Context: an optimization exercise on an open-source flow, tuned for small area. The choices shown serve that exercise and are no tape-out recipe. In this exercise RTL edits were held to simulation tests only and were not proved equivalent to the original.

==> flow/design.v <==
module sort16_top (
    input  logic         clk,
    input  logic         rst_n,
    input  logic         in_valid,
    input  logic [255:0] in_data,    
    output logic         out_valid,
    output logic [255:0] out_data    
);
    logic [1:0] valid;
    always_ff @(posedge clk) begin
        if (!rst_n) valid <= '0;
        else valid <= {valid[0:0], in_valid};
    end
    assign out_valid = valid[1];
    logic [15:0] v0_0, v0_1, v0_2, v0_3, v0_4, v0_5, v0_6, v0_7, v0_8, v0_9, v0_10, v0_11, v0_12, v0_13, v0_14, v0_15;
    assign v0_0 = in_data[15:0];
    assign v0_1 = in_data[31:16];
    assign v0_2 = in_data[47:32];
    assign v0_3 = in_data[63:48];
    assign v0_4 = in_data[79:64];
    assign v0_5 = in_data[95:80];
    assign v0_6 = in_data[111:96];
    assign v0_7 = in_data[127:112];
    assign v0_8 = in_data[143:128];
    assign v0_9 = in_data[159:144];
    assign v0_10 = in_data[175:160];
    assign v0_11 = in_data[191:176];
    assign v0_12 = in_data[207:192];
    assign v0_13 = in_data[223:208];
    assign v0_14 = in_data[239:224];
    assign v0_15 = in_data[255:240];
    logic s1_0_13;
    gt16 u_s1_0_13 (.a(v0_0), .b(v0_13), .gt(s1_0_13));
    logic s1_1_12;
    gt16 u_s1_1_12 (.a(v0_1), .b(v0_12), .gt(s1_1_12));
    logic s1_2_15;
    gt16 u_s1_2_15 (.a(v0_2), .b(v0_15), .gt(s1_2_15));
    logic s1_3_14;
    gt16 u_s1_3_14 (.a(v0_3), .b(v0_14), .gt(s1_3_14));
    logic s1_4_8;
    gt16 u_s1_4_8 (.a(v0_4), .b(v0_8), .gt(s1_4_8));
    logic s1_5_6;
    gt16 u_s1_5_6 (.a(v0_5), .b(v0_6), .gt(s1_5_6));
    logic s1_7_11;
    gt16 u_s1_7_11 (.a(v0_7), .b(v0_11), .gt(s1_7_11));
    logic s1_9_10;
    gt16 u_s1_9_10 (.a(v0_9), .b(v0_10), .gt(s1_9_10));
    logic [15:0] v1_0, v1_13;
    assign v1_0 = s1_0_13 ? v0_13 : v0_0;
    assign v1_13 = s1_0_13 ? v0_0 : v0_13;
    logic [15:0] v1_1, v1_12;
    assign v1_1 = s1_1_12 ? v0_12 : v0_1;
    assign v1_12 = s1_1_12 ? v0_1 : v0_12;
    logic [15:0] v1_2, v1_15;
    assign v1_2 = s1_2_15 ? v0_15 : v0_2;
    assign v1_15 = s1_2_15 ? v0_2 : v0_15;
    logic [15:0] v1_3, v1_14;
    assign v1_3 = s1_3_14 ? v0_14 : v0_3;
    assign v1_14 = s1_3_14 ? v0_3 : v0_14;
    logic [15:0] v1_4, v1_8;
    assign v1_4 = s1_4_8 ? v0_8 : v0_4;
    assign v1_8 = s1_4_8 ? v0_4 : v0_8;
    logic [15:0] v1_5, v1_6;
    assign v1_5 = s1_5_6 ? v0_6 : v0_5;
    assign v1_6 = s1_5_6 ? v0_5 : v0_6;
    logic [15:0] v1_7, v1_11;
    assign v1_7 = s1_7_11 ? v0_11 : v0_7;
    assign v1_11 = s1_7_11 ? v0_7 : v0_11;
    logic [15:0] v1_9, v1_10;
    assign v1_9 = s1_9_10 ? v0_10 : v0_9;
    assign v1_10 = s1_9_10 ? v0_9 : v0_10;
    logic s2_0_5;
    gt16 u_s2_0_5 (.a(v1_0), .b(v1_5), .gt(s2_0_5));
    logic s2_1_7;
    gt16 u_s2_1_7 (.a(v1_1), .b(v1_7), .gt(s2_1_7));
    logic s2_2_9;
    gt16 u_s2_2_9 (.a(v1_2), .b(v1_9), .gt(s2_2_9));
    logic s2_3_4;
    gt16 u_s2_3_4 (.a(v1_3), .b(v1_4), .gt(s2_3_4));
    logic s2_6_13;
    gt16 u_s2_6_13 (.a(v1_6), .b(v1_13), .gt(s2_6_13));
    logic s2_8_14;
    gt16 u_s2_8_14 (.a(v1_8), .b(v1_14), .gt(s2_8_14));
    logic s2_10_15;
    gt16 u_s2_10_15 (.a(v1_10), .b(v1_15), .gt(s2_10_15));
    logic s2_11_12;
    gt16 u_s2_11_12 (.a(v1_11), .b(v1_12), .gt(s2_11_12));
    logic [15:0] v2_0, v2_5;
    assign v2_0 = s2_0_5 ? v1_5 : v1_0;
    assign v2_5 = s2_0_5 ? v1_0 : v1_5;
    logic [15:0] v2_1, v2_7;
    assign v2_1 = s2_1_7 ? v1_7 : v1_1;
    assign v2_7 = s2_1_7 ? v1_1 : v1_7;
    logic [15:0] v2_2, v2_9;
    assign v2_2 = s2_2_9 ? v1_9 : v1_2;
    assign v2_9 = s2_2_9 ? v1_2 : v1_9;
    logic [15:0] v2_3, v2_4;
    assign v2_3 = s2_3_4 ? v1_4 : v1_3;
    assign v2_4 = s2_3_4 ? v1_3 : v1_4;
    logic [15:0] v2_6, v2_13;
    assign v2_6 = s2_6_13 ? v1_13 : v1_6;
    assign v2_13 = s2_6_13 ? v1_6 : v1_13;
    logic [15:0] v2_8, v2_14;
    assign v2_8 = s2_8_14 ? v1_14 : v1_8;
    assign v2_14 = s2_8_14 ? v1_8 : v1_14;
    logic [15:0] v2_10, v2_15;
    assign v2_10 = s2_10_15 ? v1_15 : v1_10;
    assign v2_15 = s2_10_15 ? v1_10 : v1_15;
    logic [15:0] v2_11, v2_12;
    assign v2_11 = s2_11_12 ? v1_12 : v1_11;
    assign v2_12 = s2_11_12 ? v1_11 : v1_12;
    logic s3_0_1;
    gt16 u_s3_0_1 (.a(v2_0), .b(v2_1), .gt(s3_0_1));
    logic s3_2_3;
    gt16 u_s3_2_3 (.a(v2_2), .b(v2_3), .gt(s3_2_3));
    logic s3_4_5;
    gt16 u_s3_4_5 (.a(v2_4), .b(v2_5), .gt(s3_4_5));
    logic s3_6_8;
    gt16 u_s3_6_8 (.a(v2_6), .b(v2_8), .gt(s3_6_8));
    logic s3_7_9;
    gt16 u_s3_7_9 (.a(v2_7), .b(v2_9), .gt(s3_7_9));
    logic s3_10_11;
    gt16 u_s3_10_11 (.a(v2_10), .b(v2_11), .gt(s3_10_11));
    logic s3_12_13;
    gt16 u_s3_12_13 (.a(v2_12), .b(v2_13), .gt(s3_12_13));
    logic s3_14_15;
    gt16 u_s3_14_15 (.a(v2_14), .b(v2_15), .gt(s3_14_15));
    logic [15:0] v3_0, v3_1;
    assign v3_0 = s3_0_1 ? v2_1 : v2_0;
    assign v3_1 = s3_0_1 ? v2_0 : v2_1;
    logic [15:0] v3_2, v3_3;
    assign v3_2 = s3_2_3 ? v2_3 : v2_2;
    assign v3_3 = s3_2_3 ? v2_2 : v2_3;
    logic [15:0] v3_4, v3_5;
    assign v3_4 = s3_4_5 ? v2_5 : v2_4;
    assign v3_5 = s3_4_5 ? v2_4 : v2_5;
    logic [15:0] v3_6, v3_8;
    assign v3_6 = s3_6_8 ? v2_8 : v2_6;
    assign v3_8 = s3_6_8 ? v2_6 : v2_8;
    logic [15:0] v3_7, v3_9;
    assign v3_7 = s3_7_9 ? v2_9 : v2_7;
    assign v3_9 = s3_7_9 ? v2_7 : v2_9;
    logic [15:0] v3_10, v3_11;
    assign v3_10 = s3_10_11 ? v2_11 : v2_10;
    assign v3_11 = s3_10_11 ? v2_10 : v2_11;
    logic [15:0] v3_12, v3_13;
    assign v3_12 = s3_12_13 ? v2_13 : v2_12;
    assign v3_13 = s3_12_13 ? v2_12 : v2_13;
    logic [15:0] v3_14, v3_15;
    assign v3_14 = s3_14_15 ? v2_15 : v2_14;
    assign v3_15 = s3_14_15 ? v2_14 : v2_15;
    logic [15:0] r1_v3_0;
    always_ff @(posedge clk) r1_v3_0 <= v3_0;
    logic [15:0] r1_v3_1;
    always_ff @(posedge clk) r1_v3_1 <= v3_1;
    logic [15:0] r1_v3_2;
    always_ff @(posedge clk) r1_v3_2 <= v3_2;
    logic [15:0] r1_v3_3;
    always_ff @(posedge clk) r1_v3_3 <= v3_3;
    logic [15:0] r1_v3_4;
    always_ff @(posedge clk) r1_v3_4 <= v3_4;
    logic [15:0] r1_v3_5;
    always_ff @(posedge clk) r1_v3_5 <= v3_5;
    logic [15:0] r1_v3_6;
    always_ff @(posedge clk) r1_v3_6 <= v3_6;
    logic [15:0] r1_v3_7;
    always_ff @(posedge clk) r1_v3_7 <= v3_7;
    logic [15:0] r1_v3_8;
    always_ff @(posedge clk) r1_v3_8 <= v3_8;
    logic [15:0] r1_v3_9;
    always_ff @(posedge clk) r1_v3_9 <= v3_9;
    logic [15:0] r1_v3_10;
    always_ff @(posedge clk) r1_v3_10 <= v3_10;
    logic [15:0] r1_v3_11;
    always_ff @(posedge clk) r1_v3_11 <= v3_11;
    logic [15:0] r1_v3_12;
    always_ff @(posedge clk) r1_v3_12 <= v3_12;
    logic [15:0] r1_v3_13;
    always_ff @(posedge clk) r1_v3_13 <= v3_13;
    logic [15:0] r1_v3_14;
    always_ff @(posedge clk) r1_v3_14 <= v3_14;
    logic [15:0] r1_v3_15;
    always_ff @(posedge clk) r1_v3_15 <= v3_15;
    logic s4_0_2;
    gt16 u_s4_0_2 (.a(r1_v3_0), .b(r1_v3_2), .gt(s4_0_2));
    logic s4_1_3;
    gt16 u_s4_1_3 (.a(r1_v3_1), .b(r1_v3_3), .gt(s4_1_3));
    logic s4_4_10;
    gt16 u_s4_4_10 (.a(r1_v3_4), .b(r1_v3_10), .gt(s4_4_10));
    logic s4_5_11;
    gt16 u_s4_5_11 (.a(r1_v3_5), .b(r1_v3_11), .gt(s4_5_11));
    logic s4_6_7;
    gt16 u_s4_6_7 (.a(r1_v3_6), .b(r1_v3_7), .gt(s4_6_7));
    logic s4_8_9;
    gt16 u_s4_8_9 (.a(r1_v3_8), .b(r1_v3_9), .gt(s4_8_9));
    logic s4_12_14;
    gt16 u_s4_12_14 (.a(r1_v3_12), .b(r1_v3_14), .gt(s4_12_14));
    logic s4_13_15;
    gt16 u_s4_13_15 (.a(r1_v3_13), .b(r1_v3_15), .gt(s4_13_15));
    logic [15:0] v4_0, v4_2;
    assign v4_0 = s4_0_2 ? r1_v3_2 : r1_v3_0;
    assign v4_2 = s4_0_2 ? r1_v3_0 : r1_v3_2;
    logic [15:0] v4_1, v4_3;
    assign v4_1 = s4_1_3 ? r1_v3_3 : r1_v3_1;
    assign v4_3 = s4_1_3 ? r1_v3_1 : r1_v3_3;
    logic [15:0] v4_4, v4_10;
    assign v4_4 = s4_4_10 ? r1_v3_10 : r1_v3_4;
    assign v4_10 = s4_4_10 ? r1_v3_4 : r1_v3_10;
    logic [15:0] v4_5, v4_11;
    assign v4_5 = s4_5_11 ? r1_v3_11 : r1_v3_5;
    assign v4_11 = s4_5_11 ? r1_v3_5 : r1_v3_11;
    logic [15:0] v4_6, v4_7;
    assign v4_6 = s4_6_7 ? r1_v3_7 : r1_v3_6;
    assign v4_7 = s4_6_7 ? r1_v3_6 : r1_v3_7;
    logic [15:0] v4_8, v4_9;
    assign v4_8 = s4_8_9 ? r1_v3_9 : r1_v3_8;
    assign v4_9 = s4_8_9 ? r1_v3_8 : r1_v3_9;
    logic [15:0] v4_12, v4_14;
    assign v4_12 = s4_12_14 ? r1_v3_14 : r1_v3_12;
    assign v4_14 = s4_12_14 ? r1_v3_12 : r1_v3_14;
    logic [15:0] v4_13, v4_15;
    assign v4_13 = s4_13_15 ? r1_v3_15 : r1_v3_13;
    assign v4_15 = s4_13_15 ? r1_v3_13 : r1_v3_15;
    logic s5_1_2;
    gt16 u_s5_1_2 (.a(v4_1), .b(v4_2), .gt(s5_1_2));
    logic s5_3_12;
    gt16 u_s5_3_12 (.a(v4_3), .b(v4_12), .gt(s5_3_12));
    logic s5_4_6;
    gt16 u_s5_4_6 (.a(v4_4), .b(v4_6), .gt(s5_4_6));
    logic s5_5_7;
    gt16 u_s5_5_7 (.a(v4_5), .b(v4_7), .gt(s5_5_7));
    logic s5_8_10;
    gt16 u_s5_8_10 (.a(v4_8), .b(v4_10), .gt(s5_8_10));
    logic s5_9_11;
    gt16 u_s5_9_11 (.a(v4_9), .b(v4_11), .gt(s5_9_11));
    logic s5_13_14;
    gt16 u_s5_13_14 (.a(v4_13), .b(v4_14), .gt(s5_13_14));
    logic [15:0] v5_1, v5_2;
    assign v5_1 = s5_1_2 ? v4_2 : v4_1;
    assign v5_2 = s5_1_2 ? v4_1 : v4_2;
    logic [15:0] v5_3, v5_12;
    assign v5_3 = s5_3_12 ? v4_12 : v4_3;
    assign v5_12 = s5_3_12 ? v4_3 : v4_12;
    logic [15:0] v5_4, v5_6;
    assign v5_4 = s5_4_6 ? v4_6 : v4_4;
    assign v5_6 = s5_4_6 ? v4_4 : v4_6;
    logic [15:0] v5_5, v5_7;
    assign v5_5 = s5_5_7 ? v4_7 : v4_5;
    assign v5_7 = s5_5_7 ? v4_5 : v4_7;
    logic [15:0] v5_8, v5_10;
    assign v5_8 = s5_8_10 ? v4_10 : v4_8;
    assign v5_10 = s5_8_10 ? v4_8 : v4_10;
    logic [15:0] v5_9, v5_11;
    assign v5_9 = s5_9_11 ? v4_11 : v4_9;
    assign v5_11 = s5_9_11 ? v4_9 : v4_11;
    logic [15:0] v5_13, v5_14;
    assign v5_13 = s5_13_14 ? v4_14 : v4_13;
    assign v5_14 = s5_13_14 ? v4_13 : v4_14;
    logic s6_1_4;
    gt16 u_s6_1_4 (.a(v5_1), .b(v5_4), .gt(s6_1_4));
    logic s6_2_6;
    gt16 u_s6_2_6 (.a(v5_2), .b(v5_6), .gt(s6_2_6));
    logic s6_5_8;
    gt16 u_s6_5_8 (.a(v5_5), .b(v5_8), .gt(s6_5_8));
    logic s6_7_10;
    gt16 u_s6_7_10 (.a(v5_7), .b(v5_10), .gt(s6_7_10));
    logic s6_9_13;
    gt16 u_s6_9_13 (.a(v5_9), .b(v5_13), .gt(s6_9_13));
    logic s6_11_14;
    gt16 u_s6_11_14 (.a(v5_11), .b(v5_14), .gt(s6_11_14));
    logic [15:0] v6_1, v6_4;
    assign v6_1 = s6_1_4 ? v5_4 : v5_1;
    assign v6_4 = s6_1_4 ? v5_1 : v5_4;
    logic [15:0] v6_2, v6_6;
    assign v6_2 = s6_2_6 ? v5_6 : v5_2;
    assign v6_6 = s6_2_6 ? v5_2 : v5_6;
    logic [15:0] v6_5, v6_8;
    assign v6_5 = s6_5_8 ? v5_8 : v5_5;
    assign v6_8 = s6_5_8 ? v5_5 : v5_8;
    logic [15:0] v6_7, v6_10;
    assign v6_7 = s6_7_10 ? v5_10 : v5_7;
    assign v6_10 = s6_7_10 ? v5_7 : v5_10;
    logic [15:0] v6_9, v6_13;
    assign v6_9 = s6_9_13 ? v5_13 : v5_9;
    assign v6_13 = s6_9_13 ? v5_9 : v5_13;
    logic [15:0] v6_11, v6_14;
    assign v6_11 = s6_11_14 ? v5_14 : v5_11;
    assign v6_14 = s6_11_14 ? v5_11 : v5_14;
    logic s7_2_4;
    gt16 u_s7_2_4 (.a(v6_2), .b(v6_4), .gt(s7_2_4));
    logic s7_3_6;
    gt16 u_s7_3_6 (.a(v5_3), .b(v6_6), .gt(s7_3_6));
    logic s7_9_12;
    gt16 u_s7_9_12 (.a(v6_9), .b(v5_12), .gt(s7_9_12));
    logic s7_11_13;
    gt16 u_s7_11_13 (.a(v6_11), .b(v6_13), .gt(s7_11_13));
    logic [15:0] v7_2, v7_4;
    assign v7_2 = s7_2_4 ? v6_4 : v6_2;
    assign v7_4 = s7_2_4 ? v6_2 : v6_4;
    logic [15:0] v7_3, v7_6;
    assign v7_3 = s7_3_6 ? v6_6 : v5_3;
    assign v7_6 = s7_3_6 ? v5_3 : v6_6;
    logic [15:0] v7_9, v7_12;
    assign v7_9 = s7_9_12 ? v5_12 : v6_9;
    assign v7_12 = s7_9_12 ? v6_9 : v5_12;
    logic [15:0] v7_11, v7_13;
    assign v7_11 = s7_11_13 ? v6_13 : v6_11;
    assign v7_13 = s7_11_13 ? v6_11 : v6_13;
    logic [15:0] r2_v4_0;
    always_ff @(posedge clk) r2_v4_0 <= v4_0;
    logic [15:0] r2_v6_1;
    always_ff @(posedge clk) r2_v6_1 <= v6_1;
    logic [15:0] r2_v7_2;
    always_ff @(posedge clk) r2_v7_2 <= v7_2;
    logic [15:0] r2_v7_3;
    always_ff @(posedge clk) r2_v7_3 <= v7_3;
    logic [15:0] r2_v7_4;
    always_ff @(posedge clk) r2_v7_4 <= v7_4;
    logic [15:0] r2_v6_5;
    always_ff @(posedge clk) r2_v6_5 <= v6_5;
    logic [15:0] r2_v7_6;
    always_ff @(posedge clk) r2_v7_6 <= v7_6;
    logic [15:0] r2_v6_7;
    always_ff @(posedge clk) r2_v6_7 <= v6_7;
    logic [15:0] r2_v6_8;
    always_ff @(posedge clk) r2_v6_8 <= v6_8;
    logic [15:0] r2_v7_9;
    always_ff @(posedge clk) r2_v7_9 <= v7_9;
    logic [15:0] r2_v6_10;
    always_ff @(posedge clk) r2_v6_10 <= v6_10;
    logic [15:0] r2_v7_11;
    always_ff @(posedge clk) r2_v7_11 <= v7_11;
    logic [15:0] r2_v7_12;
    always_ff @(posedge clk) r2_v7_12 <= v7_12;
    logic [15:0] r2_v7_13;
    always_ff @(posedge clk) r2_v7_13 <= v7_13;
    logic [15:0] r2_v6_14;
    always_ff @(posedge clk) r2_v6_14 <= v6_14;
    logic [15:0] r2_v4_15;
    always_ff @(posedge clk) r2_v4_15 <= v4_15;
    logic s8_3_5;
    gt16 u_s8_3_5 (.a(r2_v7_3), .b(r2_v6_5), .gt(s8_3_5));
    logic s8_6_8;
    gt16 u_s8_6_8 (.a(r2_v7_6), .b(r2_v6_8), .gt(s8_6_8));
    logic s8_7_9;
    gt16 u_s8_7_9 (.a(r2_v6_7), .b(r2_v7_9), .gt(s8_7_9));
    logic s8_10_12;
    gt16 u_s8_10_12 (.a(r2_v6_10), .b(r2_v7_12), .gt(s8_10_12));
    logic [15:0] v8_3, v8_5;
    assign v8_3 = s8_3_5 ? r2_v6_5 : r2_v7_3;
    assign v8_5 = s8_3_5 ? r2_v7_3 : r2_v6_5;
    logic [15:0] v8_6, v8_8;
    assign v8_6 = s8_6_8 ? r2_v6_8 : r2_v7_6;
    assign v8_8 = s8_6_8 ? r2_v7_6 : r2_v6_8;
    logic [15:0] v8_7, v8_9;
    assign v8_7 = s8_7_9 ? r2_v7_9 : r2_v6_7;
    assign v8_9 = s8_7_9 ? r2_v6_7 : r2_v7_9;
    logic [15:0] v8_10, v8_12;
    assign v8_10 = s8_10_12 ? r2_v7_12 : r2_v6_10;
    assign v8_12 = s8_10_12 ? r2_v6_10 : r2_v7_12;
    logic s9_3_4;
    gt16 u_s9_3_4 (.a(v8_3), .b(r2_v7_4), .gt(s9_3_4));
    logic s9_5_6;
    gt16 u_s9_5_6 (.a(v8_5), .b(v8_6), .gt(s9_5_6));
    logic s9_7_8;
    gt16 u_s9_7_8 (.a(v8_7), .b(v8_8), .gt(s9_7_8));
    logic s9_9_10;
    gt16 u_s9_9_10 (.a(v8_9), .b(v8_10), .gt(s9_9_10));
    logic s9_11_12;
    gt16 u_s9_11_12 (.a(r2_v7_11), .b(v8_12), .gt(s9_11_12));
    logic [15:0] v9_3, v9_4;
    assign v9_3 = s9_3_4 ? r2_v7_4 : v8_3;
    assign v9_4 = s9_3_4 ? v8_3 : r2_v7_4;
    logic [15:0] v9_5, v9_6;
    assign v9_5 = s9_5_6 ? v8_6 : v8_5;
    assign v9_6 = s9_5_6 ? v8_5 : v8_6;
    logic [15:0] v9_7, v9_8;
    assign v9_7 = s9_7_8 ? v8_8 : v8_7;
    assign v9_8 = s9_7_8 ? v8_7 : v8_8;
    logic [15:0] v9_9, v9_10;
    assign v9_9 = s9_9_10 ? v8_10 : v8_9;
    assign v9_10 = s9_9_10 ? v8_9 : v8_10;
    logic [15:0] v9_11, v9_12;
    assign v9_11 = s9_11_12 ? v8_12 : r2_v7_11;
    assign v9_12 = s9_11_12 ? r2_v7_11 : v8_12;
    logic s10_6_7;
    gt16 u_s10_6_7 (.a(v9_6), .b(v9_7), .gt(s10_6_7));
    logic s10_8_9;
    gt16 u_s10_8_9 (.a(v9_8), .b(v9_9), .gt(s10_8_9));
    logic [15:0] v10_6, v10_7;
    assign v10_6 = s10_6_7 ? v9_7 : v9_6;
    assign v10_7 = s10_6_7 ? v9_6 : v9_7;
    logic [15:0] v10_8, v10_9;
    assign v10_8 = s10_8_9 ? v9_9 : v9_8;
    assign v10_9 = s10_8_9 ? v9_8 : v9_9;
    assign out_data = {r2_v4_15, r2_v6_14, r2_v7_13, v9_12, v9_11, v9_10, v10_9, v10_8, v10_7, v10_6, v9_5, v9_4, v9_3, r2_v7_2, r2_v6_1, r2_v4_0};
endmodule
module gt16 (
    input  logic [15:0] a,
    input  logic [15:0] b,
    output logic        gt
);
    logic [16:0] c;
    assign c[0] = 1'b0;
    for (genvar i = 0; i < 16; i++) begin : g_bit
        assign c[i+1] = (a[i] & ~b[i]) | ((a[i] | ~b[i]) & c[i]);
    end
    assign gt = c[16];
endmodule
==> flow/run.sh <==
#!/bin/bash
# synth_recipe.tcl (not shown) runs the flow's synth.tcl, then flattens the netlist and writes it again
# the make line also repeats each setting of config.mk as NAME=value (left out here)
make -C /OpenROAD-flow-scripts/flow DESIGN_CONFIG=/design/flow/config.mk WORK_HOME=/design/flow/orfs CLKGATE_MAP_FILE= SYNTH_SCRIPT=/design/flow/synth_recipe.tcl finish
==> flow/config.mk <==
export PLATFORM = sky130hd
export DESIGN_NAME = sort16_top
export DESIGN_NICKNAME = sort16_top
export VERILOG_FILES = /design/flow/design.v
export SDC_FILE = /design/flow/constraint.sdc
export NUM_CORES = 4
export LEC_CHECK = 0
export ABC_AREA = 1
export CAP_MARGIN = 20
export CORE_MARGIN = 2
export CORE_UTILIZATION = 50
export PLACE_DENSITY = 0.65
export SLEW_MARGIN = 20
==> flow/constraint.sdc <==
create_clock -name core_clock -period 7.0 [get_ports {clk}]
set_input_delay 1.4000 -clock core_clock [delete_from_list [all_inputs] [get_ports {clk}]]
set_output_delay 1.4000 -clock core_clock [all_outputs]
set_load 0.01 [all_outputs]
==> impl_metrics.json <==
{
  "status": "complete, but fails checks",
  "violations": "negative setup slack",
  "synth_top_area_cell": "nand2_1",
  "grt_util_all_layers_pct": 40.8,
  "syn_area_um2": 49500,
  "grt_max_degree": 58,
  "viasPerCell": 5.36,
  "grt_overflow_total": 0,
  "clkTransAtPathRegs_ps": 70,
  "cp_max_fo": 9,
  "hold_class": "register to register",
  "setup_violations": 364,
  "worstHoldPathCells": 2,
  "avgSynthCellArea_um2": 5.18,
  "min_to": "valid[1]",
  "root_buffer": "clkbuf_16",
  "crit_slowest_cell": "o21ai_0",
  "cap_violations": 0,
  "clock_path_buffers": 3,
  "numClockSinks": 514,
  "rrSetupSlack_ps": -110,
  "cts_tree": "done",
  "wire_per_inst_um": 17.8,
  "gp_congestion": 1.14,
  "dp_cells": 12500,
  "synthTopCellsByArea": "nand2_1, dfxtp_1, inv_1",
  "synth_nets": 9812,
  "critPathKind": "register to output port",
  "htree_levels": 2,
  "cts_made_buffers": 53,
  "dpl.hpwl_mm": 183,
  "cp.required_ps": 5600,
  "r2r_end": "r2_v6_10[3]",
  "ant_nets": 0,
  "area_growth_pct": 47.4,
  "period_needed_ps": 8130,
  "cpMostUsedCell": "nand2_1",
  "drive_gt1_share_pct": 22.9,
  "rsz0062_at_grt": "yes",
  "synth_top_area_share_pct": 28.8,
  "drc_errors": 0,
  "initialDrtViolationCount": 7730,
  "instances_no_fill": 12800,
  "synth_seq_area_share_pct": 20.8,
  "start_util_pct": 50.4,
  "post-route-period-util_pct": 116,
  "io_buffers": 515,
  "synth_cell_types": 44,
  "max_stage_delay_ps": 460,
  "max_slew.worst_pin.slew_ps": 1350,
  "die_h_um": 319,
  "maxSlewViolCount": 0,
  "ys_seq_elements": 514,
  "crit_path_start_kind": "register",
  "grt_pass1_vias": 59100,
  "via_count": 68800,
  "relSlewSlack_pct": 8.86,
  "clk_latency_ps": 640,
  "syn_inst": 9553,
  "fin_util_pct": 74.2,
  "wl_mm": 228,
  "grt_pass1_wl_mm": 326,
  "fin_worst_skew_ps": 15.9,
  "die_area_um2": 102000,
  "max_freq_mhz": 123,
  "end_kind": "output port",
  "setup_ws_ps": -1130,
  "core_area_um2": 98300,
  "synth_warnings": 1,
  "die-width_um": 319,
  "fp-row-count": 115,
  "cp_data_arrival_time_ps": 6730,
  "final-hold-violation-count": 0,
  "r2r.worst_path.cells": 62,
  "n_fill_cell": 8329,
  "min_from": "valid[0]",
  "nNetsFinal": 11800,
  "ios": 516,
  "cts_hold_buf": 0,
  "r2r-start": "r1_v3_10[1]",
  "antenna_found_initial": 4,
  "dr.pass1.iters": 8
}
## area by class of cell
type,instances,area (um2),area share [%]
clock inverters,23,344,0.472
inverters,1990,7470,10.2
repair buffers,2284,19600,26.9
flip-flops and latches,514,10400,14.2
well taps,1287,1610,2.21
diodes,2,5.00,0.00686
clock buffers,73,1520,2.09
multi-input cells,6669,32100,43.9
## metal layers
layer  part of all wire, %  global-route usage (%)  wire length, um  vias to the layer above
met2                    45                    67.6           102000                     3655
met4                   8.6                    27.9            19700                        2
met3                   8.8                    5.28            20100                      800
li1                      -                       -                -                    33700
met5                0.0057                       0               13                        -
met1                    38                    49.1            86600                    30700
## cell families (layout without fill, tap and decap cells)
| family | count (synthesis) | after routing | share of synthesized area [%] |
|---|---|---|---|
| simple gates | 4754 | 4770 | 38.5 |
| fa+ha+maj | 8 | 8 | 0.162 |
| other cells | 0 | 2 | 0 |
| compound gates | 1891 | 1891 | 21.2 |
| buf+inv | 2386 | 4370 | 19.3 |
| flops | 514 | 514 | 20.8 |
## cell usage in the layout (no fill, tap or decap), types with 21 or more instances in the layout
| cell type | count |
|---|---|
| nand2_1 | 3576 |
| inv_1 | 1874 |
| buf_4 | 1607 |
| o21ai_0 | 936 |
| nand3_1 | 734 |
| dfxtp_1 | 473 |
| clkdlybuf4s50_1 | 371 |
| o22ai_1 | 335 |
| o21ai_1 | 273 |
| nand2_2 | 173 |
| inv_2 | 110 |
| o21ai_2 | 98 |
| nor2_1 | 92 |
| buf_2 | 81 |
| nand2_4 | 80 |
| clkbuf_16 | 79 |
| buf_6 | 79 |
| o221ai_1 | 61 |
| buf_12 | 50 |
| a21oi_1 | 44 |
| or2_2 | 38 |
| o21ai_4 | 37 |
| nand3_2 | 37 |
| dfxtp_2 | 36 |
| o211ai_1 | 21 |
| nand2_8 | 21 |
| dlymetal6s2s_1 | 21 |
## Yosys cell counts
master    count
a22oi_1       8
a31oi_1       4
buf_6        41
o32ai_1       1
or2_0         5
o221ai_1     72
and3_1        1
maj3_1        8
nand3_4       1
a21boi_1      2
o22a_1        2
nand3b_1      1
nand3_1     771
a21oi_1      46
a32oi_1       5
nand4_1       3
o21a_1       18
buf_1         9
clkinv_1      5
nand2_4       5
o21bai_1      2
nor2_1       92
buf_2       148
clkbuf_1    169
or2_1         4
dfxtp_1     514
buf_4        29
nand2_1    3801
nand3_2       1
or2_2        38
nand2_2      28
and2_1        3
o21bai_2      2
o22ai_1     347
o21ai_0    1132
a22o_1       14
a221oi_1      1
inv_1      1910
o21ai_1     192
o211ai_1     21
inv_2        75
o21a_2        1
o21ai_2      20
o31ai_1       1
## through the flow
step | worst slack, ps | area (um2) | hold slack, ps | TNS (ps)
3_3_place_gp | -1430 | 66500 | 397 | -341760
6_report | -1130 | 73000 | 428 | -157820
2_1_floorplan | 99.2 | 49500 | 390 | 0
3_5_place_dp | -1400 | 66500 | 410 | -378070
5_1_grt | -1720 | 73000 | 500 | -492250
4_1_cts | -1030 | 68800 | 428 | -231550
## worst max-delay path by stage
stage | startpoint | endpoint | slack (ps) | cells past startpoint
after detailed placement | in_data[17] | r1_v3_13[6] | -1400 | 64
after CTS | r2_v7_6[1] | out_data[104] | -1030 | 70
after global routing | r2_v6_7[1] | out_data[105] | -1720 | 62
final | r2_v7_6[1] | out_data[97] | -1130 | 61
after global placement | in_data[17] | r1_v3_12[14] | -1430 | 64
after floorplan | r2_v6_5[2] | out_data[57] | 100 | 37
## worst max-delay path, delay by kind of cell (launching register included)
family                 cells  cell delay [ps]
buffers and inverters     11             1290
AOI/OAI and AO/OA         20             2550
DFF                        1              340
and+or+nand+nor           30             1920
## what timing repair did
item / CTS / global route
gates cloned: 10 / 45
buffers inserted: 26 / 124
setup endpoints to repair: 505 / 570
resized for setup: 482 / 965
pin swaps: 32 / 154

[port drivers added, routing unchanged]
The results above use ideal ports. As a check the final layout listed here was re-extracted and re-timed, cells and wires unchanged.
Step 1 (the two cells are an assumption about what drives the block):
set clk [get_ports {clk}]
set_driving_cell -lib_cell sky130_fd_sc_hd__clkbuf_16 $clk
set_driving_cell -lib_cell sky130_fd_sc_hd__buf_2 [delete_from_list [all_inputs] $clk]
Step 2 also shifts input and output timing later by t, the mid clock arrival at the registers, as if the neighbouring blocks saw the same clock.
Slacks: ideal ports / drivers / drivers and shift; pairs: ideal ports / drivers.
t, ns: 0.704
setup WS [ns]: -1.131 / -1.204 / -1.134
worst setup path after step 2: input to register
clock arrival spread, ns: 0.018 / 0.018
slew at the worst register clock pin (ns): 0.07 / 0.07
For this run, drivers alone change the setup slack by -0.073 ns; drivers and shift together by -0.003 ns.
